From an optimization exercise on the open Yosys and OpenROAD flow, aimed at small area, a short achievable clock period and few clock cycles; shortcuts taken in it are not production practice. Only simulation tests tie the RTL to the original design; equivalence was not proved. Power and IR drop assume default switching activity.

[flow/flow/run.sh]
#!/bin/bash
set -euo pipefail
bash standard.sh SETUP_SLACK_MARGIN=6.4 \
	BUFFER_PORTS_ARGS="-buffer_cell sky130_fd_sc_hd__buf_1" \
	CTS_CLUSTER_SIZE=22 CTS_CLUSTER_DIAMETER=80 \
	finish > standard.log 2>&1
[flow/standard.sh]
#!/bin/bash
# synth_recipe.tcl (not shown) runs the flow's synth.tcl, then flattens the netlist and writes it again
# the make line also repeats each setting of config.mk as NAME=value (left out here)
make -C /OpenROAD-flow-scripts/flow DESIGN_CONFIG=/design/flow/config.mk WORK_HOME=/design/flow/orfs CLKGATE_MAP_FILE= SYNTH_SCRIPT=/design/flow/synth_recipe.tcl "${@:-finish}"
[flow/config.mk]
export PLATFORM = sky130hd
export DESIGN_NAME = bst_sorter_top
export DESIGN_NICKNAME = bst_sorter_top
export VERILOG_FILES = /design/flow/design.v
export SDC_FILE = /design/flow/constraint.sdc
export NUM_CORES = 4
export LEC_CHECK = 0
export ABC_CLOCK_PERIOD_IN_PS = 3000
export CAP_MARGIN = 20
export CORE_MARGIN = 2
export CORE_UTILIZATION = 40
export SLEW_MARGIN = 20
[flow/constraint.sdc]
create_clock -name core_clock -period 10.0 [get_ports {clk}]
set_input_delay 2.0000 -clock core_clock [delete_from_list [all_inputs] [get_ports {clk}]]
set_output_delay 2.0000 -clock core_clock [all_outputs]
set_load 0.01 [all_outputs]
[flow/design.v]
module custom_spmem_wrapper_empty #(
	parameter DATA_W 	= 32,
	parameter DEPTH  	= 256,
	parameter SIM_DLY 	= 1,
	parameter ADDR_W  	= $clog2(DEPTH)
	) ( 
	input 				clk, 
	input 				rstn,
	input 				rd_req,  
	input 				wr_req,  
	input [ADDR_W-1:0] 		addr,
	input [DATA_W-1:0] 		wr_data,
	output logic 			rd_data_valid,
	output logic [DATA_W-1:0]	rd_data
	);
always_ff @ (posedge clk or negedge rstn) 
	begin
	if (~rstn)	rd_data_valid <= 1'b0;
	else
		begin
			rd_data_valid <= rd_req;
		end
	end
logic [DATA_W-1:0] 		mem_data_ary [0:DEPTH-1];
always @ (posedge clk)
	begin
	if (rd_req)
		begin
		rd_data <= mem_data_ary[addr];
		end
	else if (wr_req)
		begin
		mem_data_ary[addr] <= wr_data;
		end
	end
endmodule
module gen_bst_sorter #(
	parameter KEY_W 	= 16,
	parameter VALUE_W 	= 32,
	parameter MAX_ELEM_NUM 	= 16,
	parameter MAX_ELEM_NUM_W	= $clog2(MAX_ELEM_NUM+1),
	parameter MAX_ELEM_NUM_IDX_W	= $clog2(MAX_ELEM_NUM)
	) (
	input 					clk,
	input 					rstn,
	input 					sw_rst,
	input [MAX_ELEM_NUM_W-1:0]		i_cnfg_elems_num,
	input 					i_enable,
	output logic 				o_sorter_phase,
	input 					new_elem_valid,
	input [KEY_W-1:0] 			new_elem_key,
	input [VALUE_W-1:0] 			new_elem_value,
	output logic 				new_elem_ack,
	output logic 				sort_is_done_pls,
	output logic [KEY_W-1:0]		min_elem_key,
	output logic [VALUE_W-1:0]		min_elem_value,
	output logic [KEY_W-1:0]		max_elem_key,
	output logic [VALUE_W-1:0]		max_elem_value,
	input 					get_all_sorted_data_req_pls,
	output logic 				get_all_sorted_data_done_lvl,
	output logic [MAX_ELEM_NUM_IDX_W-1:0] 	get_elem_idx,
	output logic				get_elem_valid,
	output logic [KEY_W-1:0] 		get_elem_key,
	output logic [VALUE_W-1:0] 		get_elem_value
	);
localparam D  = MAX_ELEM_NUM;
localparam QW = MAX_ELEM_NUM_IDX_W;
localparam CW = MAX_ELEM_NUM_W;
logic 			clr;		 
logic 			take;		 
logic 			ack_r;
logic [CW-1:0]		n_r;		 
logic [QW-1:0]		nm1_r;		 
logic [QW-1:0]		off_r;		 
logic [CW-1:0]		cnt_r;		 
logic 			cnt_eq_nm1;
logic 			cnt_eq_n;
logic 			fresh_r;	 
logic 			fresh2_r;	 
logic 			first_sel;	 
logic 			cont_sel;	 
logic 			done_pls_r;
logic 			phase_r;
logic 			started_r;
logic 			ov_r;
logic [QW-1:0]		oidx_r;
logic 			last_out;
logic 			done_lvl_r;
logic 			sel_now;	 
assign clr  = ~i_enable | sw_rst;
assign take = new_elem_valid & ack_r;
assign cnt_eq_nm1 = (cnt_r == n_r - 1'b1);
assign cnt_eq_n   = (cnt_r == n_r);
assign last_out = ov_r & (oidx_r == nm1_r);
assign first_sel = phase_r & ~started_r & get_all_sorted_data_req_pls;
assign cont_sel  = ov_r & (oidx_r != nm1_r);
assign sel_now   = ~clr & (first_sel | cont_sel);
logic [D-1:0][KEY_W-1:0]	rk;
logic [D-1:0][VALUE_W-1:0]	rv;
logic [D-1:0][QW-1:0]		rq;
logic [D-1:0]			rvld;
always_ff @ (posedge clk)
	begin
	n_r   <= i_cnfg_elems_num;
	nm1_r <= QW'(i_cnfg_elems_num - 1'b1);
	off_r <= QW'(D - i_cnfg_elems_num);
	end
always_ff @ (posedge clk or negedge rstn)
	begin
	if (~rstn)
		begin
		ack_r 		<= 1'b1;
		cnt_r 		<= '0;
		fresh_r 	<= 1'b0;
		fresh2_r 	<= 1'b0;
		done_pls_r 	<= 1'b0;
		phase_r 	<= 1'b0;
		started_r 	<= 1'b0;
		ov_r 		<= 1'b0;
		done_lvl_r 	<= 1'b0;
		rvld 		<= '0;
		end
	else if (clr)
		begin
		ack_r 		<= 1'b1;
		cnt_r 		<= '0;
		fresh_r 	<= 1'b0;
		fresh2_r 	<= 1'b0;
		done_pls_r 	<= 1'b0;
		phase_r 	<= 1'b0;
		started_r 	<= 1'b0;
		ov_r 		<= 1'b0;
		done_lvl_r 	<= 1'b0;
		rvld 		<= '0;
		end
	else
		begin
		ack_r 		<= ~(take ? cnt_eq_nm1 : cnt_eq_n) & ~rvld[D-2];
		cnt_r 		<= cnt_r + CW'(take);
		fresh_r 	<= take;
		fresh2_r 	<= fresh_r;
		done_pls_r 	<= take & cnt_eq_nm1;
		phase_r 	<= (phase_r | done_pls_r) & ~last_out;
		started_r 	<= started_r | sel_now;
		ov_r 		<= sel_now;
		done_lvl_r 	<= done_lvl_r | last_out;
		rvld 		<= {rvld[D-2:0], take | rvld[D-1]};
		end
	end
always_ff @ (posedge clk)
	oidx_r <= ov_r ? oidx_r + 1'b1 : '0;
logic [D-1:0]		gt;	 
logic [D-1:0]		inc;
logic [QW-1:0]		newq;
logic [D-1:0]		gt_raw;
assign gt_raw[0] = 1'b0;
for (genvar gi = 1; gi < D; gi++)
	begin : g_cmp
	gen_bst_key_gt #(.W(KEY_W)) u_cmp (.a(rk[gi]), .b(rk[0]), .gt(gt_raw[gi]));
	end
assign gt = rvld & gt_raw;
logic [1:0]	pc_a0, pc_a1, pc_a2, pc_a3, pc_a4;
logic [2:0]	pc_b0, pc_b1;
logic [QW-1:0]	pc_b2;
logic [2:0]	pc_b0_r, pc_b1_r;
logic [QW-1:0]	pc_b2_r;
assign pc_a0 = 2'(gt[1])  + 2'(gt[2])  + 2'(gt[3]);
assign pc_a1 = 2'(gt[4])  + 2'(gt[5])  + 2'(gt[6]);
assign pc_a2 = 2'(gt[7])  + 2'(gt[8])  + 2'(gt[9]);
assign pc_a3 = 2'(gt[10]) + 2'(gt[11]) + 2'(gt[12]);
assign pc_a4 = 2'(gt[13]) + 2'(gt[14]) + 2'(gt[15]);
assign pc_b0 = 3'(pc_a0) + 3'(pc_a1);
assign pc_b1 = 3'(pc_a2) + 3'(pc_a3);
assign pc_b2 = QW'(pc_a4) + off_r;
always_ff @ (posedge clk)
	begin
	pc_b0_r <= pc_b0;
	pc_b1_r <= pc_b1;
	pc_b2_r <= pc_b2;
	end
assign newq  = QW'(pc_b0_r) + QW'(pc_b1_r) + pc_b2_r;
always_comb
	begin
	inc[0] = sel_now;
	for (int i = 1; i < D; i++)
		inc[i] = sel_now | (fresh_r & rvld[i] & ~gt[i]);
	end
always_ff @ (posedge clk)
	begin
	rk[0] <= take ? new_elem_key   : rk[D-1];
	rv[0] <= take ? new_elem_value : rv[D-1];
	rq[0] <= rq[D-1] + QW'(inc[D-1]);
	rq[1] <= rq[0] + QW'(inc[0]);
	rq[2] <= (fresh2_r ? newq : rq[1]) + QW'(inc[1]);
	for (int i = 1; i < D; i++)
		begin
		rk[i] <= rk[i-1];
		rv[i] <= rv[i-1];
		end
	for (int i = 3; i < D; i++)
		rq[i] <= rq[i-1] + QW'(inc[i-1]);
	end
logic [KEY_W-1:0]	mx_key_r;
logic [VALUE_W-1:0]	mx_val_r;
logic [KEY_W-1:0]	out_key_r;
logic [VALUE_W-1:0]	out_val_r;
logic 			first;
logic 			new_gt_max;
logic 			min_gt_new;
gen_bst_key_gt #(.W(KEY_W)) u_cmp_max (.a(new_elem_key), .b(mx_key_r), .gt(new_gt_max));
assign first = (cnt_r == '0);
always_ff @ (posedge clk)
	begin
	if (take & (first | new_gt_max))
		begin
		mx_key_r <= new_elem_key;
		mx_val_r <= new_elem_value;
		end
	end
logic [KEY_W-1:0]	sel_key;
logic [VALUE_W-1:0]	sel_val;
always_comb
	begin
	sel_key = '0;
	sel_val = '0;
	for (int i = 0; i < D; i++)
		if (rvld[i] & (&rq[i]))
			begin
			sel_key = sel_key | rk[i];
			sel_val = sel_val | rv[i];
			end
	end
gen_bst_key_gt #(.W(KEY_W)) u_cmp_min (.a(out_key_r), .b(new_elem_key), .gt(min_gt_new));
always_ff @ (posedge clk)
	begin
	if (cont_sel)
		begin
		out_key_r <= sel_key;
		out_val_r <= sel_val;
		end
	else if (take & (first | min_gt_new))
		begin
		out_key_r <= new_elem_key;
		out_val_r <= new_elem_value;
		end
	end
assign new_elem_ack			= ack_r;
assign sort_is_done_pls			= done_pls_r;
assign min_elem_key			= out_key_r;
assign min_elem_value			= out_val_r;
assign max_elem_key			= mx_key_r;
assign max_elem_value			= mx_val_r;
assign o_sorter_phase			= phase_r;
assign get_all_sorted_data_done_lvl	= done_lvl_r;
assign get_elem_valid			= ov_r;
assign get_elem_idx			= oidx_r;
assign get_elem_key			= out_key_r;
assign get_elem_value			= out_val_r;
endmodule
module gen_bst_key_gt #(
	parameter W = 16
	) (
	input [W-1:0]	a,
	input [W-1:0]	b,
	output logic	gt
	);
localparam L = $clog2(W);
logic [L:0][W-1:0]	g;
logic [L:0][W-1:0]	l;
assign g[0] = a & ~b;
assign l[0] = ~a & b;
for (genvar lv = 0; lv < L; lv++)
	begin : g_lv
	for (genvar i = 0; i < W; i++)
		begin : g_bit
		if ((i % (2 << lv)) == 0 && (i + (1 << lv)) < W)
			begin : g_join
			assign g[lv+1][i] = g[lv][i+(1<<lv)] | (~l[lv][i+(1<<lv)] & g[lv][i]);
			assign l[lv+1][i] = l[lv][i+(1<<lv)] | (~g[lv][i+(1<<lv)] & l[lv][i]);
			end
		else
			begin : g_pass
			assign g[lv+1][i] = g[lv][i];
			assign l[lv+1][i] = l[lv][i];
			end
		end
	end
assign gt = g[L][0];
endmodule
module bst_sorter_top (
	input 			clk,
	input 			rstn,
	input 			sw_rst,
	input [4:0]		i_cnfg_elems_num,
	input 			i_enable,
	output logic 		o_sorter_phase,
	input 			new_elem_valid,
	input [15:0] 		new_elem_key,
	input [31:0] 		new_elem_value,
	output logic 		new_elem_ack,
	output logic 		sort_is_done_pls,
	output logic [15:0]	min_elem_key,
	output logic [31:0]	min_elem_value,
	output logic [15:0]	max_elem_key,
	output logic [31:0]	max_elem_value,
	input 			get_all_sorted_data_req_pls,
	output logic 		get_all_sorted_data_done_lvl,
	output logic [3:0] 	get_elem_idx,
	output logic		get_elem_valid,
	output logic [15:0] 	get_elem_key,
	output logic [31:0] 	get_elem_value
	);
gen_bst_sorter #(
	.KEY_W 		(16	),
	.VALUE_W 	(32	),
	.MAX_ELEM_NUM 	(16	)
	) u_sorter_inst (
	.clk				(clk				),
	.rstn				(rstn				),
	.sw_rst				(sw_rst				),
	.i_cnfg_elems_num		(i_cnfg_elems_num		),
	.i_enable			(i_enable			),
	.o_sorter_phase			(o_sorter_phase			),
	.new_elem_valid			(new_elem_valid			),
	.new_elem_key			(new_elem_key			),
	.new_elem_value			(new_elem_value			),
	.new_elem_ack			(new_elem_ack			),
	.sort_is_done_pls		(sort_is_done_pls		),
	.min_elem_key			(min_elem_key			),
	.min_elem_value			(min_elem_value			),
	.max_elem_key			(max_elem_key			),
	.max_elem_value			(max_elem_value			),
	.get_all_sorted_data_req_pls	(get_all_sorted_data_req_pls	),
	.get_all_sorted_data_done_lvl	(get_all_sorted_data_done_lvl	),
	.get_elem_idx			(get_elem_idx			),
	.get_elem_valid			(get_elem_valid			),
	.get_elem_key			(get_elem_key			),
	.get_elem_value			(get_elem_value			)
	);
endmodule
==> run summary, run 1 <==
# TYPE chip_impl_metric gauge
chip_impl_info{name="outcome",value="finished clean"} 1
chip_impl_metric{name="grt.total_usage",unit="%"} 21.5
chip_impl_metric{name="period_needed",unit="ns"} 3.70
chip_impl_metric{name="cts_hold_repair.buffers",unit=""} 0
chip_impl_metric{name="gpl.final_weighted_congestion",unit=""} 0.928
chip_impl_metric{name="period_share",unit="%"} 37.0
chip_impl_metric{name="totalPowerFinal",unit="W"} 0.00771
chip_impl_metric{name="numPortBuffers",unit=""} 211
chip_impl_metric{name="synth_net_count",unit=""} 3045
chip_impl_info{name="clock_tree_from_tritoncts",value="done"} 1
chip_impl_metric{name="maxSlewViolCount",unit=""} 0
chip_impl_metric{name="worstSkewPairLatency",unit="ns"} 0.68
chip_impl_metric{name="clock_transition_at_the_registers_of_the_reported_paths",unit="ns"} 0.10
chip_impl_metric{name="worst_r2r_path_depth",unit=""} 12
chip_impl_metric{name="max_cap_viol_count",unit=""} 0
chip_impl_metric{name="globalRoute.totalOverflow",unit=""} 0
chip_impl_metric{name="critPathMaxFanout",unit=""} 5
chip_impl_metric{name="die-height",unit="um"} 294
chip_impl_metric{name="power.ir.vdd_worst",unit="mV"} 0.154
chip_impl_info{name="ys.flop_type",value="dfxtp_1"} 1
chip_impl_metric{name="clock_skew",unit="ns"} 0.0378
chip_impl_metric{name="yosys.cell_types.count",unit=""} 62
chip_impl_metric{name="clkSinkCount",unit=""} 983
chip_impl_info{name="timing_worst_setup_path_type",value="register to register"} 1
chip_impl_metric{name="synth.yosys.warnings",unit=""} 1
chip_impl_metric{name="maximum_number_of_pins_on_one_net_before_global_route_repair",unit=""} 57
chip_impl_metric{name="route.antenna.remaining_nets",unit=""} 0
chip_impl_info{name="critical_path.endpoint_type",value="register"} 1
chip_impl_info{name="hold_path_startpoint",value="u_sorter_inst.rv[439]"} 1
chip_impl_metric{name="num_vias",unit=""} 23000
chip_impl_metric{name="reg2reg_setup_slack",unit="ns"} 6.30
chip_impl_metric{name="num_cts_buffers",unit=""} 55
chip_impl_info{name="synth_area_leaders",value="dfxtp_1 51%, edfxtp_1 8.6%, a22oi_1 7.7%"} 1
chip_impl_metric{name="netlist_instances",unit=""} 2931
chip_impl_metric{name="htree_num_levels",unit=""} 2
chip_impl_metric{name="relSlewSlack",unit="%"} 20.0
chip_impl_metric{name="final_layout_size_suffix_gt1_share",unit="%"} 11.1
chip_impl_info{name="timing.rr.end",value="u_sorter_inst.pc_b1_r[1]"} 1
chip_impl_metric{name="tightestPinTransition",unit="ns"} 1.19
chip_impl_metric{name="detailed_router_iteration_count_before_antenna_repair",unit=""} 6
chip_impl_metric{name="ctsLongestPathBuffers",unit=""} 3
chip_impl_metric{name="yosys_reg_bits",unit=""} 983
chip_impl_metric{name="drt-total-wl",unit="um"} 97600
chip_impl_metric{name="synth_top_area_share",unit="%"} 51.1
chip_impl_metric{name="hpwlAfterDp",unit="um"} 57500
chip_impl_metric{name="worstPathArrival",unit="ns"} 4.32
chip_impl_info{name="holdPathEnd",value="u_sorter_inst.rv[471]"} 1
chip_impl_info{name="root_buffer",value="clkbuf_16"} 1
chip_impl_metric{name="report.final.hold_viol_count",unit=""} 0
chip_impl_metric{name="dpl.cell_count",unit=""} 4059
chip_impl_metric{name="clock.fmax",unit="MHz"} 270
chip_impl_metric{name="io-pin-count",unit=""} 212
chip_impl_metric{name="number_of_global_route_vias_before_repair",unit=""} 21900
chip_impl_metric{name="design.final.nets",unit=""} 3197
chip_impl_metric{name="setup_viol_count_final",unit=""} 0
chip_impl_metric{name="initial_utilization",unit="%"} 40.3
chip_impl_metric{name="grt_antenna_before_repair",unit=""} 2
chip_impl_metric{name="dieWidth",unit="um"} 294
chip_impl_metric{name="floorplan.rows",unit=""} 106
chip_impl_info{name="most_common_cell_in_the_netlist",value="dfxtp_1"} 1
chip_impl_metric{name="syn-cell-area",unit="um2"} 33600
chip_impl_info{name="critical_path.startpoint_type",value="register"} 1
chip_impl_info{name="rsz0062_at_grt",value="true"} 1
chip_impl_metric{name="fin_tns_setup",unit="ns"} 0
chip_impl_info{name="synth_area_leader_cell",value="dfxtp_1"} 1
chip_impl_metric{name="p_leak",unit="nW"} 15.0
chip_impl_info{name="worstHoldPathType",value="register to register"} 1
chip_impl_metric{name="route.detailed.drc",unit=""} 0
chip_impl_info{name="r2r_start",value="u_sorter_inst.rk[172]"} 1
chip_impl_metric{name="avgRoutedWirePerCell",unit="um"} 23.3
chip_impl_metric{name="share_of_synthesized_flip_flops_with_an_asynchronous_set_or_reset",unit="%"} 2.95
chip_impl_metric{name="cp_data_required_time",unit="ns"} 10.62
chip_impl_metric{name="coreArea",unit="um2"} 83400
chip_impl_metric{name="synth-edff-count",unit=""} 96
chip_impl_info{name="synth_common_cells",value="858 x dfxtp_1, 344 x a22oi_1, 320 x nand2_1"} 1
chip_impl_metric{name="finalNonFillerCells",unit=""} 4196
chip_impl_metric{name="yosysSeqAreaShare",unit="%"} 61.8
chip_impl_metric{name="viasPerCell",unit=""} 5.48
chip_impl_metric{name="areaGrowthSynthToFinish",unit="%"} 12.7
chip_impl_metric{name="synth_area_per_cell",unit="um2"} 11.5
chip_impl_metric{name="die_area",unit="um2"} 86400
chip_impl_metric{name="grt_first_pass_wirelength",unit="um"} 140000
chip_impl_metric{name="detailedRoute.firstIterationViolations",unit=""} 2210
chip_impl_metric{name="pwr_cell_area",unit="nW/um2"} 203
chip_impl_metric{name="worst_hold_path_cells",unit=""} 0
where the power goes:
part / switching (W) / internal, W
Combinational: 0.000387 / 0.000285
Sequential: 0.000270 / 0.00435
Clock: 0.00137 / 0.00106
Total: 0.00202 / 0.00569
worst max-delay path by stage:
stage,startpoint,endpoint,slack [ns],cells past startpoint
after floorplan,new_elem_key[0],u_sorter_inst.out_key_r[0],5.65,6
after global placement,new_elem_valid,u_sorter_inst.out_val_r[6],4.96,8
after detailed placement,new_elem_valid,u_sorter_inst.out_val_r[6],4.94,8
after CTS,u_sorter_inst.rk[4],u_sorter_inst.pc_b1_r[1],6.31,13
after global routing,u_sorter_inst.rk[12],u_sorter_inst.pc_b1_r[1],6.18,13
final,u_sorter_inst.rk[172],u_sorter_inst.pc_b1_r[1],6.30,12
placed cells by master (no fill, tap or decap), drive strengths merged, types with 7 or more instances in the layout:
cell      n
nor2b   113
and2     28
maj3    169
o211ai   10
nand2   320
o21ai   104
buf     272
a221o     7
fa       12
nand2b   75
o22ai    10
a31oi    11
o221ai   19
nand3    36
clkinv   11
dfrtp    28
o31ai    15
a21boi    8
inv      86
xor2     23
a221oi   34
nor2     42
dfxtp   858
clkbuf   84
xnor2    32
edfxtp   96
nor4     43
mux2     40
a211oi   14
ha       43
a21oi    37
a22o     23
a22oi   344
stage by stage:
| stage | worst slack [ns] | hold slack (ns) | utilization (%) | instance area [um2] |
|---|---|---|---|---|
| 3_3_place_gp | 4.96 | 0.333 | 42.3 | 35300 |
| 2_1_floorplan | 5.65 | 0.326 | - | 33700 |
| 6_report | 6.30 | 0.332 | 45.4 | 37900 |
| 3_5_place_dp | 4.94 | 0.335 | 42.3 | 35300 |
| 4_1_cts | 6.31 | 0.336 | 45.0 | 37600 |
| 5_1_grt | 6.18 | 0.318 | 45.4 | 37900 |
per-layer routing:
layer,global-route usage [%],wire (um),vias up
met5,0,0,-
met4,6.06,2160,0
met3,3.38,7060,131
met2,33.3,43400,817
met1,30.9,45100,11300
li1,-,-,10700
state kept, by name (all words and copies together) (netlist names):
signal,count
u_sorter_inst.rv,512
u_sorter_inst.rk,256
u_sorter_inst.rq,64
u_sorter_inst.mx_val_r,32
u_sorter_inst.out_val_r,32
u_sorter_inst.mx_key_r,16
u_sorter_inst.out_key_r,16
u_sorter_inst.rvld,16
u_sorter_inst.cnt_r,5
u_sorter_inst.n_r,5
u_sorter_inst.nm1_r,4
u_sorter_inst.oidx_r,4
u_sorter_inst.pc_b2_r,4
u_sorter_inst.off_r,3
u_sorter_inst.pc_b0_r,3
u_sorter_inst.pc_b1_r,3
u_sorter_inst.ack_r,1
u_sorter_inst.done_lvl_r,1
u_sorter_inst.done_pls_r,1
u_sorter_inst.fresh2_r,1
u_sorter_inst.fresh_r,1
u_sorter_inst.ov_r,1
u_sorter_inst.phase_r,1
u_sorter_inst.started_r,1
final cells by class:
class	instances	area (um2)
Antenna cell	2	5.00
Clock buffer	74	1450
Clock inverter	14	219
Fill cell	7682	45500
Inverter	88	373
Multi-Input combinational cell	1670	12100
Sequential cell	983	20800
Tap cell	1080	1350
Timing Repair Buffer	284	1570
Timing Repair inverter	1	5.00
cell families after synthesis:
family	after synthesis	share of synthesized area (%)
AO/OA/AOI/OAI	669	14.3
XOR/XNOR	55	1.43
adder cells (fa/ha/maj)	224	7.49
buffers and inverters	278	3.77
flip-flops	983	61.8
multiplexers	40	1.34
AND/OR/NAND/NOR	682	9.89
worst max-delay path, stage by stage, from the launching register on:
cell,delay [ns]
dfxtp_1,0.39
nor2b_1,0.16
maj3_1,0.40
maj3_1,0.40
o21ai_0,0.16
a21boi_2,0.22
a21boi_2,0.09
fa_1,0.57
inv_1,0.06
fa_1,0.50
inv_2,0.05
ha_4,0.15
fa_2,0.52
repair_timing:
| item | 4_1_cts | 5_1_grt |
|---|---|---|
| setup buffers | 31 | 7 |
| resized for setup | 100 | 53 |
| pin swaps | 18 | 15 |
| endpoints found under the setup margin | 138 | 104 |
| gates cloned | 3 | 6 |
Testbench counts, summed over its fixed seeds: cycles 14,738.
==> run 2: changes to the inputs <==
==> flow/flow/run.sh (replaced) <==
#!/bin/bash
set -euo pipefail
bash standard.sh SETUP_SLACK_MARGIN=6.8 \
	BUFFER_PORTS_ARGS="-buffer_cell sky130_fd_sc_hd__buf_1" \
	CTS_CLUSTER_SIZE=27 CTS_CLUSTER_DIAMETER=90 \
	finish > standard.log 2>&1
==> run summary, run 2 <==
# TYPE chip_impl_metric gauge
chip_impl_metric{name="combinationalPowerShare",unit="%"} 10.7
chip_impl_info{name="worstHoldPathType",value="register to register"} 1
chip_impl_metric{name="clock.fmax",unit="MHz"} 279
chip_impl_metric{name="synth_area_per_cell",unit="um2"} 11.5
chip_impl_metric{name="route.detailed.drc",unit=""} 0
chip_impl_metric{name="num_cts_buffers",unit=""} 45
chip_impl_metric{name="clkSinkCount",unit=""} 983
chip_impl_info{name="root_buffer",value="clkbuf_16"} 1
chip_impl_metric{name="grt_first_pass_wirelength",unit="um"} 148000
chip_impl_metric{name="yosys_reg_bits",unit=""} 983
chip_impl_info{name="r2r_start",value="u_sorter_inst.rk[0]"} 1
chip_impl_metric{name="share_of_synthesized_flip_flops_with_an_asynchronous_set_or_reset",unit="%"} 2.95
chip_impl_info{name="critical_path.endpoint_type",value="register"} 1
chip_impl_metric{name="wl_met3",unit="um"} 5460
chip_impl_metric{name="drt-total-wl",unit="um"} 102000
chip_impl_metric{name="layout.filler_cells",unit=""} 7559
chip_impl_metric{name="avgRoutedWirePerCell",unit="um"} 23.8
chip_impl_metric{name="worstPathArrival",unit="ns"} 4.18
chip_impl_info{name="critical_path.startpoint_type",value="register"} 1
chip_impl_metric{name="cts_hold_repair.buffers",unit=""} 0
chip_impl_metric{name="route.antenna.remaining_nets",unit=""} 0
chip_impl_metric{name="htree_num_levels",unit=""} 2
chip_impl_metric{name="clock_power_share",unit="%"} 29.0
chip_impl_metric{name="viasPerCell",unit=""} 5.51
chip_impl_metric{name="internal_power",unit="W"} 0.00563
chip_impl_metric{name="detailroute.wirelength.met2",unit="um"} 47100
chip_impl_metric{name="clock_transition_at_the_registers_of_the_reported_paths",unit="ns"} 0.11
chip_impl_metric{name="number_of_global_route_vias_before_repair",unit=""} 23000
chip_impl_info{name="startpoint",value="u_sorter_inst.rk[0]"} 1
chip_impl_metric{name="design.final.nets",unit=""} 3274
chip_impl_info{name="synth_area_leaders",value="dfxtp_1 51%, edfxtp_1 8.6%, a22oi_1 7.7%"} 1
chip_impl_metric{name="fin_tns_setup",unit="ns"} 0
chip_impl_metric{name="areaGrowthSynthToFinish",unit="%"} 16.7
chip_impl_metric{name="grt_antenna_before_repair",unit=""} 0
chip_impl_info{name="ys.flop_type",value="dfxtp_1"} 1
chip_impl_info{name="timing_worst_setup_path_type",value="register to register"} 1
chip_impl_info{name="outcome",value="finished clean"} 1
chip_impl_info{name="most_common_cell_in_the_netlist",value="dfxtp_1"} 1
chip_impl_metric{name="pwr_cell_area",unit="nW/um2"} 195
chip_impl_metric{name="numPortBuffers",unit=""} 211
chip_impl_metric{name="antenna_cells_inserted",unit=""} 0
chip_impl_metric{name="p_leak",unit="nW"} 15.8
chip_impl_metric{name="num_vias",unit=""} 23500
chip_impl_info{name="registers.top_by_ff_count",value="u_sorter_inst.rv"} 1
chip_impl_metric{name="hpwlAfterDp",unit="um"} 59900
chip_impl_metric{name="ctsLongestPathBuffers",unit=""} 3
chip_impl_metric{name="syn-cell-area",unit="um2"} 33600
chip_impl_metric{name="report.final.hold_viol_count",unit=""} 0
chip_impl_metric{name="yosysSeqAreaShare",unit="%"} 61.8
chip_impl_metric{name="grt.total_usage",unit="%"} 22.7
chip_impl_metric{name="maxSlewViolCount",unit=""} 0
chip_impl_metric{name="maximum_number_of_pins_on_one_net_before_global_route_repair",unit=""} 74
chip_impl_metric{name="relSlewSlack",unit="%"} 30.7
chip_impl_metric{name="die_area",unit="um2"} 86400
chip_impl_metric{name="detailed_router_iteration_count_before_antenna_repair",unit=""} 5
chip_impl_info{name="mostFrequentLayoutCell",value="dfxtp_1"} 1
chip_impl_metric{name="final_layout_size_suffix_gt1_share",unit="%"} 18.8
chip_impl_metric{name="routedLengthMet1",unit="um"} 45200
chip_impl_metric{name="io-pin-count",unit=""} 212
chip_impl_info{name="clock_tree_from_tritoncts",value="done"} 1
chip_impl_info{name="most-common-layout-cells",value="837 x dfxtp_1, 344 x a22oi_1, 316 x nand2_1, 112 x buf_4, 107 x nor2b_1"} 1
chip_impl_metric{name="die-height",unit="um"} 294
chip_impl_metric{name="critPathMaxFanout",unit=""} 6
chip_impl_metric{name="swShare",unit="%"} 26.4
chip_impl_metric{name="tightestPinTransition",unit="ns"} 1.04
chip_impl_info{name="synth_area_leader_cell",value="dfxtp_1"} 1
chip_impl_metric{name="yosys.cell_types.count",unit=""} 62
chip_impl_metric{name="max_cap_viol_count",unit=""} 0
chip_impl_metric{name="setup_viol_count_final",unit=""} 0
chip_impl_metric{name="setup_ws",unit="ns"} 6.42
chip_impl_metric{name="largest_reg_flops",unit=""} 512
chip_impl_metric{name="power.switching",unit="W"} 0.00202
chip_impl_metric{name="finalNonFillerCells",unit=""} 4267
chip_impl_metric{name="power.ir.vdd_worst",unit="mV"} 0.121
chip_impl_metric{name="netlist_instances",unit=""} 2931
chip_impl_info{name="biggest_regs",value="u_sorter_inst.rv (512), u_sorter_inst.rk (256), u_sorter_inst.rq (64)"} 1
chip_impl_metric{name="clock_skew",unit="ns"} 0.0472
chip_impl_metric{name="worstSkewPairLatency",unit="ns"} 0.65
chip_impl_metric{name="gpl.final_weighted_congestion",unit=""} 0.926
chip_impl_metric{name="p_seq_share",unit="%"} 60.3
chip_impl_info{name="hold_path_startpoint",value="u_sorter_inst.rv[360]"} 1
chip_impl_metric{name="coreArea",unit="um2"} 83400
chip_impl_metric{name="synth-edff-count",unit=""} 96
chip_impl_info{name="synth_common_cells",value="858 x dfxtp_1, 344 x a22oi_1, 320 x nand2_1"} 1
chip_impl_metric{name="synth_net_count",unit=""} 3045
chip_impl_metric{name="period_needed",unit="ns"} 3.58
chip_impl_info{name="highest_layer",value="met4"} 1
chip_impl_metric{name="globalRoute.totalOverflow",unit=""} 0
chip_impl_metric{name="place_ws",unit="ns"} 4.62
chip_impl_info{name="rsz0062_at_grt",value="true"} 1
chip_impl_metric{name="dpl.cell_count",unit=""} 4058
chip_impl_metric{name="cp_data_required_time",unit="ns"} 10.60
chip_impl_metric{name="detailedRoute.firstIterationViolations",unit=""} 2148
chip_impl_metric{name="period_share",unit="%"} 35.8
chip_impl_metric{name="floorplan.rows",unit=""} 106
chip_impl_metric{name="initial_utilization",unit="%"} 40.3
chip_impl_metric{name="dieWidth",unit="um"} 294
chip_impl_metric{name="synth_top_area_share",unit="%"} 51.1
chip_impl_metric{name="synth.yosys.warnings",unit=""} 1
run 2: cell count changes in the layout (fill, tap and decap cells not counted), sizes merged:
cell and delta:
inv +1, clkbuf +87, diode -2, buf -11
bufbuf -1, clkinv -3
run 2: cell type report:
cell class / instances / area (um2) / area share [%]
Tap cell: 1080 / 1350 / 3.44
Multi-Input combinational cell: 1670 / 12400 / 31.6
Sequential cell: 983 / 20900 / 53.1
Clock inverter: 9 / 173 / 0.440
Timing Repair Buffer: 368 / 2790 / 7.10
Timing Repair inverter: 4 / 31.3 / 0.0797
Clock buffer: 65 / 1240 / 3.16
Inverter: 88 / 435 / 1.11
run 2: metrics by stage:
step	total power [W]	hold slack (ns)	area, um2	util, %
after global routing	0.00792	0.341	39300	47.1
final	0.00766	0.338	39300	47.1
after CTS	0.00761	0.345	38500	46.2
after detailed placement	0.00527	0.335	35300	42.4
after floorplan	0.00502	0.326	33900	-
after global placement	0.00527	0.332	35300	42.4
run 2: cells by family after synthesis:
family	share of synthesized area, %
DFF	61.8
and+or+nand+nor	9.89
AOI/OAI and AO/OA	14.3
buffers and inverters	3.77
adders and majority gates	7.49
xor gates and xnor gates	1.43
muxes	1.34
run 2: worst paths after layout:
path                                            endpoint  slack [ns]  cells after the start
worst min register to register     u_sorter_inst.rv[392]        0.34                      0
worst min-delay path               u_sorter_inst.rv[392]        0.34                      0
worst max-delay path            u_sorter_inst.pc_b1_r[1]        6.42                     12
worst max register to register  u_sorter_inst.pc_b1_r[1]        6.42                     12
max in group asynchronous             u_sorter_inst.ov_r        7.97                      1
min in group asynchronous          u_sorter_inst.rvld[0]        1.44                      1
run 2: power by group through the flow:
stage / logic (W) / clock network (W) / registers, W
floorplan: 0.000406 / 0 / 0.00461
global placement: 0.000563 / 0 / 0.00471
detailed placement: 0.000565 / 0 / 0.00470
CTS: 0.000746 / 0.00226 / 0.00461
global route: 0.000870 / 0.00240 / 0.00466
finish: 0.000820 / 0.00222 / 0.00462
run 2: per-layer routing:
metal  up-vias  GRT usage (%)
met5         -              0
met4         0           8.62
met3       204           2.79
met2       835           37.0
met1     11600           30.8
li1      10900              -
run 2: what timing repair did:
item	in CTS	in global routing
gates resized for setup	180	194
cloned	16	3
buffers inserted	88	28
pin swaps	35	42
setup endpoints to repair	316	242
run 2: worst max-delay path, stage by stage, from the launching register on:
cell	delay (ns)
dfxtp_4	0.42
nor2b_4	0.05
maj3_2	0.31
maj3_2	0.33
o211a_4	0.27
o311ai_4	0.30
a21boi_2	0.10
fa_1	0.50
inv_2	0.04
fa_1	0.49
inv_2	0.05
ha_4	0.15
fa_2	0.51
==> run 3: changes to the inputs <==
--- a/flow/design.v
+++ b/flow/design.v
@@ -71,7 +71,7 @@
 logic 			ack_r;
 logic [CW-1:0]		n_r;		 
 logic [QW-1:0]		nm1_r;		 
-logic [QW-1:0]		off_r;		 
+logic [QW-1:0]		off;		 
 logic [CW-1:0]		cnt_r;		 
 logic 			cnt_eq_nm1;
 logic 			cnt_eq_n;
@@ -89,6 +89,7 @@
 logic 			sel_now;	 
 assign clr  = ~i_enable | sw_rst;
 assign take = new_elem_valid & ack_r;
+assign off = QW'(D - n_r);
 assign cnt_eq_nm1 = (cnt_r == n_r - 1'b1);
 assign cnt_eq_n   = (cnt_r == n_r);
 assign last_out = ov_r & (oidx_r == nm1_r);
@@ -103,7 +104,6 @@
 	begin
 	n_r   <= i_cnfg_elems_num;
 	nm1_r <= QW'(i_cnfg_elems_num - 1'b1);
-	off_r <= QW'(D - i_cnfg_elems_num);
 	end
 always_ff @ (posedge clk or negedge rstn)
 	begin
@@ -171,7 +171,7 @@
 assign pc_a4 = 2'(gt[13]) + 2'(gt[14]) + 2'(gt[15]);
 assign pc_b0 = 3'(pc_a0) + 3'(pc_a1);
 assign pc_b1 = 3'(pc_a2) + 3'(pc_a3);
-assign pc_b2 = QW'(pc_a4) + off_r;
+assign pc_b2 = QW'(pc_a4) + off;
 always_ff @ (posedge clk)
 	begin
 	pc_b0_r <= pc_b0;
==> flow/flow/run.sh (replaced) <==
#!/bin/bash
set -euo pipefail
bash standard.sh SETUP_SLACK_MARGIN=6.4 \
	BUFFER_PORTS_ARGS="-buffer_cell sky130_fd_sc_hd__buf_1" \
	CTS_CLUSTER_SIZE=22 CTS_CLUSTER_DIAMETER=80 \
	finish > standard.log 2>&1
==> run summary, run 3 <==
# TYPE chip_impl_metric gauge
chip_impl_info{name="clock_tree_from_tritoncts",value="done"} 1
chip_impl_metric{name="reg2reg_setup_slack",unit="ns"} 6.13
chip_impl_metric{name="num_vias",unit=""} 23400
chip_impl_info{name="outcome",value="finished clean"} 1
chip_impl_metric{name="hpwlAfterDp",unit="um"} 58700
chip_impl_info{name="holdPathEnd",value="u_sorter_inst.rv[496]"} 1
chip_impl_info{name="most_common_cell_in_the_netlist",value="dfxtp_1"} 1
chip_impl_metric{name="cts_hold_repair.buffers",unit=""} 0
chip_impl_metric{name="areaGrowthSynthToFinish",unit="%"} 12.2
chip_impl_metric{name="fin_tns_setup",unit="ns"} 0
chip_impl_metric{name="clock.fmax",unit="MHz"} 259
chip_impl_metric{name="numPortBuffers",unit=""} 211
chip_impl_metric{name="route.detailed.drc",unit=""} 0
chip_impl_metric{name="synth.yosys.warnings",unit=""} 1
chip_impl_info{name="critical_path.startpoint_type",value="register"} 1
chip_impl_metric{name="die-height",unit="um"} 293
chip_impl_metric{name="synth-edff-count",unit=""} 96
chip_impl_metric{name="avgRoutedWirePerCell",unit="um"} 22.8
chip_impl_metric{name="number_of_global_route_vias_before_repair",unit=""} 23200
chip_impl_metric{name="clock_transition_at_the_registers_of_the_reported_paths",unit="ns"} 0.09
chip_impl_metric{name="drt-total-wl",unit="um"} 95600
chip_impl_metric{name="maximum_number_of_pins_on_one_net_before_global_route_repair",unit=""} 69
chip_impl_metric{name="cp_data_required_time",unit="ns"} 10.52
chip_impl_metric{name="clock_power_share",unit="%"} 31.3
chip_impl_metric{name="worst_r2r_path_depth",unit=""} 12
chip_impl_metric{name="combinationalPowerShare",unit="%"} 8.6
chip_impl_metric{name="detailed_router_iteration_count_before_antenna_repair",unit=""} 5
chip_impl_metric{name="initial_utilization",unit="%"} 40.2
chip_impl_metric{name="place_ws",unit="ns"} 5.19
chip_impl_metric{name="setup_ws",unit="ns"} 6.13
chip_impl_info{name="synth_area_leaders",value="dfxtp_1 51%, edfxtp_1 8.6%, a22oi_1 4.3%"} 1
chip_impl_info{name="rsz0062_at_grt",value="true"} 1
chip_impl_metric{name="netlist_instances",unit=""} 2931
chip_impl_metric{name="report.final.hold_viol_count",unit=""} 0
chip_impl_metric{name="grt_antenna_before_repair",unit=""} 1
chip_impl_metric{name="worstSkewPairLatency",unit="ns"} 0.66
chip_impl_metric{name="gpl.final_weighted_congestion",unit=""} 0.881
chip_impl_info{name="critical_path.cell_chain",value="buf_4, clkinvlp_2, o21ai_0, a2bb2oi_1, o21ai_0, a211o_1, a222oi_1, nand2_1, fa_1, inv_1, ha_2, fa_1"} 1
chip_impl_info{name="crit_slowest_cell",value="fa_1"} 1
chip_impl_metric{name="relSlewSlack",unit="%"} 37.5
chip_impl_metric{name="tightestPinTransition",unit="ns"} 0.935
chip_impl_metric{name="cp_num_buf_inv",unit=""} 3
chip_impl_metric{name="detailedRoute.firstIterationViolations",unit=""} 2052
chip_impl_info{name="critical_path.endpoint_type",value="register"} 1
chip_impl_metric{name="yosys.cell_types.count",unit=""} 72
chip_impl_info{name="ys.flop_type",value="dfxtp_1"} 1
chip_impl_metric{name="grt_first_pass_wirelength",unit="um"} 143000
chip_impl_info{name="synth_common_cells",value="855 x dfxtp_1, 229 x nand2_1, 193 x a22oi_1"} 1
chip_impl_metric{name="share_of_synthesized_flip_flops_with_an_asynchronous_set_or_reset",unit="%"} 2.96
chip_impl_info{name="synth_area_leader_cell",value="dfxtp_1"} 1
chip_impl_metric{name="yosysSeqAreaShare",unit="%"} 61.9
chip_impl_info{name="timing.rr.end",value="u_sorter_inst.pc_b0_r[1]"} 1
chip_impl_metric{name="yosys_reg_bits",unit=""} 980
chip_impl_metric{name="design.final.nets",unit=""} 3190
chip_impl_metric{name="antenna_cells_inserted",unit=""} 0
chip_impl_metric{name="area_of_all_sequential_standard_cells",unit="um2"} 20800
chip_impl_info{name="crit_family",value="compound AO/OA/AOI/OAI gates"} 1
chip_impl_info{name="r2r_start",value="u_sorter_inst.rk[4]"} 1
chip_impl_info{name="timing_worst_setup_path_type",value="register to register"} 1
chip_impl_metric{name="dieWidth",unit="um"} 293
chip_impl_metric{name="worst_hold_path_cells",unit=""} 0
chip_impl_metric{name="period_share",unit="%"} 38.7
chip_impl_info{name="biggest_regs",value="u_sorter_inst.rv (512), u_sorter_inst.rk (256), u_sorter_inst.rq (64)"} 1
chip_impl_metric{name="route.antenna.remaining_nets",unit=""} 0
chip_impl_metric{name="p_leak",unit="nW"} 14.5
chip_impl_metric{name="max_cap_viol_count",unit=""} 0
chip_impl_metric{name="layout.filler_cells",unit=""} 7792
chip_impl_metric{name="synth_net_count",unit=""} 3044
chip_impl_info{name="worstHoldPathType",value="register to register"} 1
chip_impl_metric{name="slowest_delay",unit="ns"} 0.58
chip_impl_metric{name="area_occupied_by_multi_input_gates",unit="um2"} 11900
chip_impl_metric{name="globalRoute.totalOverflow",unit=""} 0
chip_impl_metric{name="htree_num_levels",unit=""} 2
chip_impl_metric{name="internal_power",unit="W"} 0.00566
chip_impl_metric{name="swShare",unit="%"} 25.8
chip_impl_metric{name="viasPerCell",unit=""} 5.58
chip_impl_metric{name="num_cts_buffers",unit=""} 54
chip_impl_metric{name="coreArea",unit="um2"} 83300
chip_impl_metric{name="pwr_cell_area",unit="nW/um2"} 203
chip_impl_info{name="most-common-layout-cells",value="838 x dfxtp_1, 224 x nand2_1, 207 x buf_1, 193 x a22oi_1, 130 x nand3_1"} 1
chip_impl_metric{name="critPathMaxFanout",unit=""} 8
chip_impl_metric{name="clock_skew",unit="ns"} 0.0444
chip_impl_metric{name="p_seq_share",unit="%"} 60.1
chip_impl_metric{name="io-pin-count",unit=""} 212
chip_impl_metric{name="ctsLongestPathBuffers",unit=""} 3
chip_impl_metric{name="floorplan.rows",unit=""} 106
chip_impl_metric{name="finalNonFillerCells",unit=""} 4189
chip_impl_metric{name="worstPathArrival",unit="ns"} 4.39
chip_impl_metric{name="grt.total_usage",unit="%"} 21.5
chip_impl_metric{name="setup_viol_count_final",unit=""} 0
chip_impl_info{name="root_buffer",value="clkbuf_16"} 1
chip_impl_info{name="hold_path_startpoint",value="u_sorter_inst.rv[464]"} 1
chip_impl_metric{name="clkSinkCount",unit=""} 980
chip_impl_metric{name="maxSlewViolCount",unit=""} 0
chip_impl_metric{name="synth_area_per_cell",unit="um2"} 11.4
chip_impl_metric{name="period_needed",unit="ns"} 3.87
chip_impl_metric{name="die_area",unit="um2"} 86100
chip_impl_metric{name="synth_top_area_share",unit="%"} 51.1
chip_impl_info{name="registers.top_by_ff_count",value="u_sorter_inst.rv"} 1
chip_impl_metric{name="syn-cell-area",unit="um2"} 33500
chip_impl_metric{name="final_layout_size_suffix_gt1_share",unit="%"} 9.81
chip_impl_info{name="mostFrequentLayoutCell",value="dfxtp_1"} 1
chip_impl_metric{name="dpl.cell_count",unit=""} 4051
chip_impl_metric{name="power.switching",unit="W"} 0.00197
chip_impl_metric{name="power.ir.vdd_worst",unit="mV"} 0.127
chip_impl_metric{name="largest_reg_flops",unit=""} 512
[run 3: cell count changes in the layout (fill, tap and decap cells not counted), sizes merged, moves of 41 or more]
cell    delta
nor2b     -51
o21ai     +50
nand2     -90
a21oi     +45
a221oi    +69
nor2      +52
a22oi    -151
nor4      -42
nand3     +94
clkbuf    -89
a22o      +73
maj3      -41
[run 3: kinds of logic (layout without fill, tap and decap cells)]
family                     count (synthesis)  after routing  synth area share (%)
DFF                                      980            980                  61.9
AOI/OAI and AO/OA                        797            797                  17.4
and+or+nand+nor                          638            638                  9.00
buffers and inverters                    276            454                  4.04
adders and majority gates                182            182                  6.21
xor gates and xnor gates                  54             54                  1.41
muxes                                      4              4                 0.127
[run 3: per-layer routing]
metal / GRT usage [%] / wire, um / vias up
li1: - / - / 10900
met1: 28.5 / 42300 / 11500
met2: 35.6 / 44600 / 730
met3: 2.67 / 4410 / 209
met4: 8.93 / 4370 / 0
met5: 0 / 0 / -
[run 3: per-stage QoR]
step | instance area (um2) | hold slack, ns | utilization (%) | total power, W
2_1_floorplan | 33600 | 0.331 | - | 0.00497
3_3_place_gp | 35100 | 0.332 | 42.1 | 0.00521
3_5_place_dp | 35100 | 0.336 | 42.1 | 0.00521
4_1_cts | 37400 | 0.336 | 44.9 | 0.00764
5_1_grt | 37600 | 0.353 | 45.1 | 0.00792
6_report | 37600 | 0.345 | 45.1 | 0.00763
[run 3: power by group through the flow]
stage	clock, W	sequential [W]	combinational [W]
after floorplan	0	0.00458	0.000394
after global placement	0	0.00467	0.000538
after detailed placement	0	0.00467	0.000541
after CTS	0.00244	0.00458	0.000623
after global routing	0.00258	0.00462	0.000712
final	0.00239	0.00459	0.000656
[run 3: worst max path at each step]
stage | from | end | cells past startpoint
after floorplan | new_elem_key[10] | u_sorter_inst.out_key_r[0] | 7
after global placement | new_elem_key[0] | u_sorter_inst.mx_val_r[3] | 9
after detailed placement | new_elem_key[0] | u_sorter_inst.mx_val_r[7] | 9
after CTS | u_sorter_inst.rk[13] | u_sorter_inst.pc_b0_r[1] | 15
after global routing | u_sorter_inst.rk[4] | u_sorter_inst.pc_b1_r[1] | 15
final | u_sorter_inst.rk[4] | u_sorter_inst.pc_b0_r[1] | 12
[run 3: cell type report]
type / count / area share [%]
sequential: 980 / 55.2
multi-input combinational: 1675 / 31.6
clock buffer: 78 / 3.92
inverter: 73 / 0.862
clock inverter: 10 / 0.446
timing repair buffer: 291 / 4.32
timing repair inverter: 2 / 0.0266
tap: 1080 / 3.59
[run 3: what timing repair did]
item,CTS,global route
pin swaps,28,10
endpoints found under the setup margin,96,80
buffers inserted,38,5
cloned,5,2
resized for setup,100,46
Testbench counts of run 3, summed over its fixed seeds: cycles 14,738.
==> run 4: changes to the inputs <==
--- a/flow/config.mk
+++ b/flow/config.mk
@@ -8,5 +8,5 @@
 export ABC_CLOCK_PERIOD_IN_PS = 3000
 export CAP_MARGIN = 20
 export CORE_MARGIN = 2
-export CORE_UTILIZATION = 40
+export CORE_UTILIZATION = 60
 export SLEW_MARGIN = 20
==> run summary, run 4 <==
# TYPE chip_impl_metric gauge
chip_impl_info{name="outcome",value="finished clean"} 1
chip_impl_info{name="most-common-layout-cells",value="842 x dfxtp_1, 223 x nand2_1, 205 x buf_1, 193 x a22oi_1, 130 x nand3_1"} 1
chip_impl_metric{name="detailed_router_iteration_count_before_antenna_repair",unit=""} 6
chip_impl_info{name="critical_path.endpoint_type",value="register"} 1
chip_impl_metric{name="areaGrowthSynthToFinish",unit="%"} 10.2
chip_impl_metric{name="yosys.cell_types.count",unit=""} 72
chip_impl_metric{name="numPortBuffers",unit=""} 211
chip_impl_metric{name="coreArea",unit="um2"} 55200
chip_impl_metric{name="totalPowerFinal",unit="W"} 0.00745
chip_impl_metric{name="power.ir.vdd_worst",unit="mV"} 0.168
chip_impl_metric{name="num_cts_buffers",unit=""} 51
chip_impl_metric{name="share_of_synthesized_flip_flops_with_an_asynchronous_set_or_reset",unit="%"} 2.96
chip_impl_metric{name="synth-edff-count",unit=""} 96
chip_impl_metric{name="clkSinkCount",unit=""} 980
chip_impl_metric{name="layout.filler_cells",unit=""} 4300
chip_impl_metric{name="htree_num_levels",unit=""} 2
chip_impl_metric{name="grt.total_usage",unit="%"} 32.2
chip_impl_metric{name="num_vias",unit=""} 24100
chip_impl_metric{name="globalRoute.totalOverflow",unit=""} 0
chip_impl_info{name="rsz0062_at_grt",value="true"} 1
chip_impl_metric{name="route.antenna.remaining_nets",unit=""} 0
chip_impl_metric{name="setup_viol_count_final",unit=""} 0
chip_impl_metric{name="netlist_instances",unit=""} 2931
chip_impl_metric{name="critPathMaxFanout",unit=""} 14
chip_impl_metric{name="max_cap_viol_count",unit=""} 0
chip_impl_metric{name="p_seq_share",unit="%"} 61.5
chip_impl_metric{name="maxSlewViolCount",unit=""} 0
chip_impl_metric{name="route.detailed.drc",unit=""} 0
chip_impl_metric{name="antenna_cells_inserted",unit=""} 0
chip_impl_metric{name="maximum_number_of_pins_on_one_net_before_global_route_repair",unit=""} 54
chip_impl_metric{name="grt_antenna_before_repair",unit=""} 0
chip_impl_metric{name="io-pin-count",unit=""} 212
chip_impl_metric{name="number_of_global_route_vias_before_repair",unit=""} 23500
chip_impl_metric{name="power.switching",unit="W"} 0.00190
chip_impl_info{name="timing_worst_setup_path_type",value="register to register"} 1
chip_impl_metric{name="design.final.nets",unit=""} 3188
chip_impl_metric{name="tightestPinTransition",unit="ns"} 0.930
chip_impl_metric{name="avgRoutedWirePerCell",unit="um"} 24.6
chip_impl_info{name="synth_common_cells",value="855 x dfxtp_1, 229 x nand2_1, 193 x a22oi_1"} 1
chip_impl_metric{name="internal_power",unit="W"} 0.00555
chip_impl_metric{name="cts_hold_repair.buffers",unit=""} 0
chip_impl_info{name="most_common_cell_in_the_netlist",value="dfxtp_1"} 1
chip_impl_info{name="synth_area_leader_cell",value="dfxtp_1"} 1
chip_impl_metric{name="finalNonFillerCells",unit=""} 3850
chip_impl_metric{name="die_area",unit="um2"} 57800
chip_impl_metric{name="clock_skew",unit="ns"} 0.0227
chip_impl_metric{name="combinationalPowerShare",unit="%"} 9.0
chip_impl_info{name="root_buffer",value="clkbuf_16"} 1
chip_impl_info{name="mostFrequentLayoutCell",value="dfxtp_1"} 1
chip_impl_metric{name="yosys_reg_bits",unit=""} 980
chip_impl_metric{name="initial_utilization",unit="%"} 60.7
chip_impl_metric{name="hpwlAfterDp",unit="um"} 58000
chip_impl_info{name="ys.flop_type",value="dfxtp_1"} 1
chip_impl_metric{name="worstSkewPairLatency",unit="ns"} 0.63
chip_impl_metric{name="detailedRoute.firstIterationViolations",unit=""} 2611
chip_impl_metric{name="p_leak",unit="nW"} 14.4
chip_impl_metric{name="gpl.final_weighted_congestion",unit=""} 0.916
chip_impl_metric{name="cp_data_required_time",unit="ns"} 10.50
chip_impl_info{name="clock_tree_from_tritoncts",value="done"} 1
chip_impl_metric{name="largest_reg_flops",unit=""} 512
chip_impl_metric{name="report.final.hold_viol_count",unit=""} 0
chip_impl_metric{name="dieWidth",unit="um"} 240
chip_impl_info{name="biggest_regs",value="u_sorter_inst.rv (512), u_sorter_inst.rk (256), u_sorter_inst.rq (64)"} 1
chip_impl_metric{name="period_share",unit="%"} 38.5
chip_impl_metric{name="synth_area_per_cell",unit="um2"} 11.4
chip_impl_metric{name="ctsLongestPathBuffers",unit=""} 3
chip_impl_metric{name="relSlewSlack",unit="%"} 38.0
chip_impl_metric{name="period_needed",unit="ns"} 3.85
chip_impl_metric{name="clock.fmax",unit="MHz"} 260
chip_impl_metric{name="drt-total-wl",unit="um"} 94700
chip_impl_metric{name="setup_ws",unit="ns"} 6.15
chip_impl_metric{name="viasPerCell",unit=""} 6.27
chip_impl_metric{name="synth_top_area_share",unit="%"} 51.1
chip_impl_metric{name="synth_net_count",unit=""} 3044
chip_impl_metric{name="place_ws",unit="ns"} 5.24
chip_impl_metric{name="yosysSeqAreaShare",unit="%"} 61.9
chip_impl_metric{name="swShare",unit="%"} 25.5
chip_impl_info{name="critical_path.startpoint_type",value="register"} 1
chip_impl_metric{name="clock_power_share",unit="%"} 29.5
chip_impl_metric{name="worstPathArrival",unit="ns"} 4.34
chip_impl_metric{name="synth.yosys.warnings",unit=""} 1
chip_impl_info{name="synth_area_leaders",value="dfxtp_1 51%, edfxtp_1 8.6%, a22oi_1 4.3%"} 1
chip_impl_metric{name="dpl.cell_count",unit=""} 3716
chip_impl_metric{name="floorplan.rows",unit=""} 86
chip_impl_metric{name="fin_tns_setup",unit="ns"} 0
chip_impl_info{name="registers.top_by_ff_count",value="u_sorter_inst.rv"} 1
chip_impl_info{name="worstHoldPathType",value="register to register"} 1
chip_impl_metric{name="final_layout_size_suffix_gt1_share",unit="%"} 9.28
chip_impl_metric{name="syn-cell-area",unit="um2"} 33500
chip_impl_metric{name="grt_first_pass_wirelength",unit="um"} 141000
chip_impl_metric{name="pwr_cell_area",unit="nW/um2"} 202
chip_impl_metric{name="die-height",unit="um"} 240
chip_impl_metric{name="clock_transition_at_the_registers_of_the_reported_paths",unit="ns"} 0.09
run 4: cells by family (layout without fill, tap and decap cells):
group / Yosys count / after routing / share of synthesized area, %
xor gates and xnor gates: 54 / 54 / 1.41
adders and majority gates: 182 / 182 / 6.21
buffers and inverters: 276 / 443 / 4.04
and+or+nand+nor: 638 / 642 / 9.00
DFF: 980 / 980 / 61.9
AOI/OAI and AO/OA: 797 / 797 / 17.4
muxes: 4 / 4 / 0.127
run 4: path summary, 6_finish.rpt:
kind / start / end / slack (ns) / depth (start not counted)
max reg2reg: u_sorter_inst.rk[4] / u_sorter_inst.pc_b1_r[1] / 6.15 / 15
max in group asynchronous: rstn / u_sorter_inst.started_r / 8.00 / 1
min: u_sorter_inst.rv[42] / u_sorter_inst.rv[74] / 0.34 / 0
max: u_sorter_inst.rk[4] / u_sorter_inst.pc_b1_r[1] / 6.15 / 15
min in group asynchronous: rstn / u_sorter_inst.rvld[4] / 1.46 / 1
min reg2reg: u_sorter_inst.rv[42] / u_sorter_inst.rv[74] / 0.34 / 0
run 4: what timing repair did:
action                                  in CTS  in global routing
hold endpoints to repair                     0                  0
endpoints found under the setup margin     111                106
setup buffers                               38                  6
gates cloned                                 7                  3
pin swaps                                   44                 15
gates resized for setup                     89                 34
run 4: critical path: stages, from the launching register on:
cell and delay, ns:
dfxtp_4 0.40, buf_8 0.15, nand2_4 0.16, o21ai_0 0.10
a2bb2oi_1 0.17, o21ai_1 0.12, a211o_1 0.36, a222oi_1 0.35
buf_4 0.19, and2_4 0.13, fa_1 0.41, inv_1 0.08
fa_1 0.40, inv_1 0.07, ha_2 0.18, fa_2 0.43
run 4: metal layers:
layer  vias to the layer above  wire, um  GRT usage, %
met5                         -         0             0
met4                         0      3820          13.7
met3                       203      6450          4.18
met2                      1061     43500          50.5
met1                     12000     40900          44.9
li1                      10900         -             -
run 4: cell type report:
class	count	area (um2)	share of cell area [%]
Sequential cell	980	20800	56.2
Multi-Input combinational cell	1679	11900	32.3
Timing Repair Buffer	286	1530	4.16
Clock buffer	73	1360	3.68
Tap cell	748	936	2.54
Inverter	73	317	0.857
Clock inverter	7	73.8	0.200
Timing Repair inverter	4	22.5	0.0610
run 4: power by group through the flow:
stage                     Clock, W  Combinational (W)  Sequential [W]
after global placement           0           0.000544         0.00465
final                      0.00220           0.000670         0.00458
after detailed placement         0           0.000552         0.00466
after global routing       0.00237           0.000720         0.00462
after floorplan                  0           0.000394         0.00458
after CTS                  0.00223           0.000636         0.00457
run 4: metrics by stage:
stage               hold WS [ns]  cell area, um2  util [%]
finish                     0.339           36900      66.9
floorplan                  0.331           33600         -
detailed placement         0.336           34600      62.7
global placement           0.333           34600      62.7
global route               0.345           36900      66.9
CTS                        0.337           36700      66.5
==> run 5: changes to the inputs <==
--- a/flow/design.v
+++ b/flow/design.v
@@ -152,12 +152,16 @@
 logic [D-1:0]		gt;	 
 logic [D-1:0]		inc;
 logic [QW-1:0]		newq;
+logic [D-2:0]		gtx;
+logic [D-2:0]		gtx_r;
 logic [D-1:0]		gt_raw;
-assign gt_raw[0] = 1'b0;
-for (genvar gi = 1; gi < D; gi++)
+for (genvar gi = 0; gi < D-1; gi++)
 	begin : g_cmp
-	gen_bst_key_gt #(.W(KEY_W)) u_cmp (.a(rk[gi]), .b(rk[0]), .gt(gt_raw[gi]));
+	gen_bst_key_gt #(.W(KEY_W)) u_cmp (.a(rk[gi]), .b(new_elem_key), .gt(gtx[gi]));
 	end
+always_ff @ (posedge clk)
+	gtx_r <= gtx;
+assign gt_raw = {gtx_r, 1'b0};
 assign gt = rvld & gt_raw;
 logic [1:0]	pc_a0, pc_a1, pc_a2, pc_a3, pc_a4;
 logic [2:0]	pc_b0, pc_b1;
--- a/flow/config.mk
+++ b/flow/config.mk
@@ -8,5 +8,5 @@
 export ABC_CLOCK_PERIOD_IN_PS = 3000
 export CAP_MARGIN = 20
 export CORE_MARGIN = 2
-export CORE_UTILIZATION = 60
+export CORE_UTILIZATION = 40
 export SLEW_MARGIN = 20
==> run summary, run 5 <==
# TYPE chip_impl_metric gauge
chip_impl_info{name="outcome",value="finished clean"} 1
chip_impl_metric{name="final_layout_size_suffix_gt1_share",unit="%"} 8.82
chip_impl_metric{name="maxSlewViolCount",unit=""} 0
chip_impl_metric{name="grt_antenna_before_repair",unit=""} 1
chip_impl_info{name="timing.rr.end",value="u_sorter_inst.out_key_r[11]"} 1
chip_impl_info{name="critical_path.endpoint_type",value="register"} 1
chip_impl_metric{name="num_vias",unit=""} 23400
chip_impl_metric{name="synth_area_per_cell",unit="um2"} 11.6
chip_impl_metric{name="yosys_reg_bits",unit=""} 995
chip_impl_metric{name="io-pin-count",unit=""} 212
chip_impl_metric{name="synth_net_count",unit=""} 3022
chip_impl_metric{name="cp_data_required_time",unit="ns"} 10.42
chip_impl_info{name="worstHoldPathType",value="register to register"} 1
chip_impl_metric{name="gpl.final_weighted_congestion",unit=""} 0.881
chip_impl_metric{name="setup_ws",unit="ns"} 6.27
chip_impl_info{name="synth_common_cells",value="870 x dfxtp_1, 225 x nand2_1, 205 x a22oi_1"} 1
chip_impl_metric{name="number_of_global_route_vias_before_repair",unit=""} 22700
chip_impl_metric{name="avgRoutedWirePerCell",unit="um"} 24.5
chip_impl_metric{name="power.ir.vdd_worst",unit="mV"} 0.139
chip_impl_info{name="critical_path.startpoint_type",value="input pin"} 1
chip_impl_metric{name="die-height",unit="um"} 294
chip_impl_metric{name="worstPathArrival",unit="ns"} 4.15
chip_impl_metric{name="grt_first_pass_wirelength",unit="um"} 148000
chip_impl_info{name="clock_tree_from_tritoncts",value="done"} 1
chip_impl_metric{name="clock.fmax",unit="MHz"} 268
chip_impl_metric{name="worstSkewPairLatency",unit="ns"} 0.68
chip_impl_info{name="most_common_cell_in_the_netlist",value="dfxtp_1"} 1
chip_impl_metric{name="cts_hold_repair.buffers",unit=""} 0
chip_impl_metric{name="period_share",unit="%"} 37.3
chip_impl_metric{name="reg2reg_setup_slack",unit="ns"} 7.03
chip_impl_metric{name="maximum_number_of_pins_on_one_net_before_global_route_repair",unit=""} 76
chip_impl_metric{name="grt.total_usage",unit="%"} 23.0
chip_impl_metric{name="coreArea",unit="um2"} 83400
chip_impl_info{name="synth_area_leader_cell",value="dfxtp_1"} 1
chip_impl_metric{name="syn-cell-area",unit="um2"} 33600
chip_impl_metric{name="hpwlAfterDp",unit="um"} 60000
chip_impl_info{name="rsz0062_at_grt",value="true"} 1
chip_impl_metric{name="clock_transition_at_the_registers_of_the_reported_paths",unit="ns"} 0.09
chip_impl_info{name="cpMostUsedCell",value="maj3_2"} 1
chip_impl_metric{name="htree_num_levels",unit=""} 2
chip_impl_metric{name="worst_r2r_path_depth",unit=""} 8
chip_impl_metric{name="die_area",unit="um2"} 86400
chip_impl_metric{name="yosys.cell_types.count",unit=""} 67
chip_impl_info{name="critical_path.cell_chain",value="buf_12, clkinv_8, maj3_2, maj3_2, maj3_2, a31oi_4, maj3_2, o211ai_1, buf_4, clkbuf_16"} 1
chip_impl_metric{name="period_needed",unit="ns"} 3.73
chip_impl_info{name="registers.top_by_ff_count",value="u_sorter_inst.rv"} 1
chip_impl_metric{name="num_cts_buffers",unit=""} 56
chip_impl_info{name="startpoint",value="new_elem_key[1]"} 1
chip_impl_metric{name="share_of_synthesized_flip_flops_with_an_asynchronous_set_or_reset",unit="%"} 2.91
==> run 5: cells by family (layout without fill, tap and decap cells) <==
kind of cell,count (synthesis),in the layout,synth area share [%]
compound gates,692,692,15.2
xor+xnor,54,54,1.41
fa+ha+maj,211,211,7.05
buf+inv,272,458,3.79
flops,995,995,62.6
mux,4,4,0.127
simple gates,681,681,9.86
==> run 5: report_power, final <==
group | switching [W] | internal (W)
logic | 0.000333 | 0.000262
clock network | 0.00138 | 0.00118
registers | 0.000269 | 0.00439
total | 0.00198 | 0.00583
==> run 5: metal layers <==
layer	part of all wire, %	wire (um)	GRT usage [%]
met5	0.011	11	0
met4	3.7	3780	7.96
met3	6.9	7090	4.03
met2	45	46500	36.7
met1	44	45000	31.4
==> run 5: what timing repair did <==
action	CTS	global route
endpoints found under the setup margin	111	99
gates cloned	19	4
gates resized for setup	109	30
pin swaps	16	11
setup buffers	21	12
==> run 5: how the worst max path moves through the flow <==
stage | endpoint | slack [ns] | cells past startpoint
3_5_place_dp | u_sorter_inst.mx_val_r[18] | 4.56 | 9
5_1_grt | u_sorter_inst.out_key_r[11] | 6.23 | 10
3_3_place_gp | u_sorter_inst.out_val_r[16] | 4.56 | 8
6_report | u_sorter_inst.out_key_r[5] | 6.27 | 10
2_1_floorplan | u_sorter_inst.out_key_r[0] | 3.93 | 8
4_1_cts | u_sorter_inst.mx_val_r[21] | 6.32 | 13
==> run 5: stage by stage <==
stage                     instance area [um2]  instances  util (%)
after floorplan                         33700       2909         -
after global placement                  35100       4025      42.1
after detailed placement                35100       4025      42.1
after CTS                               37900       4159      45.4
after global routing                    38200       4175      45.8
final                                   38200       4175      45.8
==> run 5: final cells by class <==
cell class | instances | area, um2
clock buffer | 78 | 1560
clock inverter | 16 | 265
fill | 7547 | 45200
inverter | 66 | 324
multi-input combinational | 1642 | 11600
sequential | 995 | 21000
tap | 1080 | 1350
timing repair buffer | 292 | 2040
timing repair inverter | 6 | 35.0
==> run 5: worst register-to-register path, delay by kind of cell (launching register included) <==
kind	cells	cell delay, ns
AO/OA/AOI/OAI	3	0.69
flip-flops	1	0.39
buffers and inverters	1	0.69
AND/OR/NAND/NOR	4	0.98
Testbench counts of run 5, summed over its fixed seeds: cycles 14,738.

## afterwards: timing with drivers on the ports
No port has a modelled driver above. Below, the same layouts with a new extraction and two added sets of constraints.
Step 1: set_driving_cell puts a clkbuf_16 on clk and a buf_2 on each other input, an assumption about the parent block.
Step 2, shift: input delay + t, output delay - t, t = (earliest + latest rising clock arrival at the registers) / 2. This alone moves slack from input paths to output paths.
Three values: ideal, step 1, step 2; two values: the first two.
run | t, ns | setup slack, ns | clock arrival spread, ns
run 1 | 0.730 | 6.302 / 6.302 / 5.720 | 0.040 / 0.040
run 2 | 0.698 | 6.418 / 6.418 / 5.788 | 0.047 / 0.048
run 3 | 0.702 | 6.134 / 6.134 / 5.805 | 0.046 / 0.045
run 4 | 0.682 | 6.154 / 6.154 / 5.811 | 0.025 / 0.026
run 5 | 0.724 | 6.273 / 6.231 / 5.506 | 0.048 / 0.047
After both steps setup and hold are still met in every run listed. The setup slack of run 5, which loses most, moves by -0.042 ns with the drivers and by -0.767 ns with both steps.
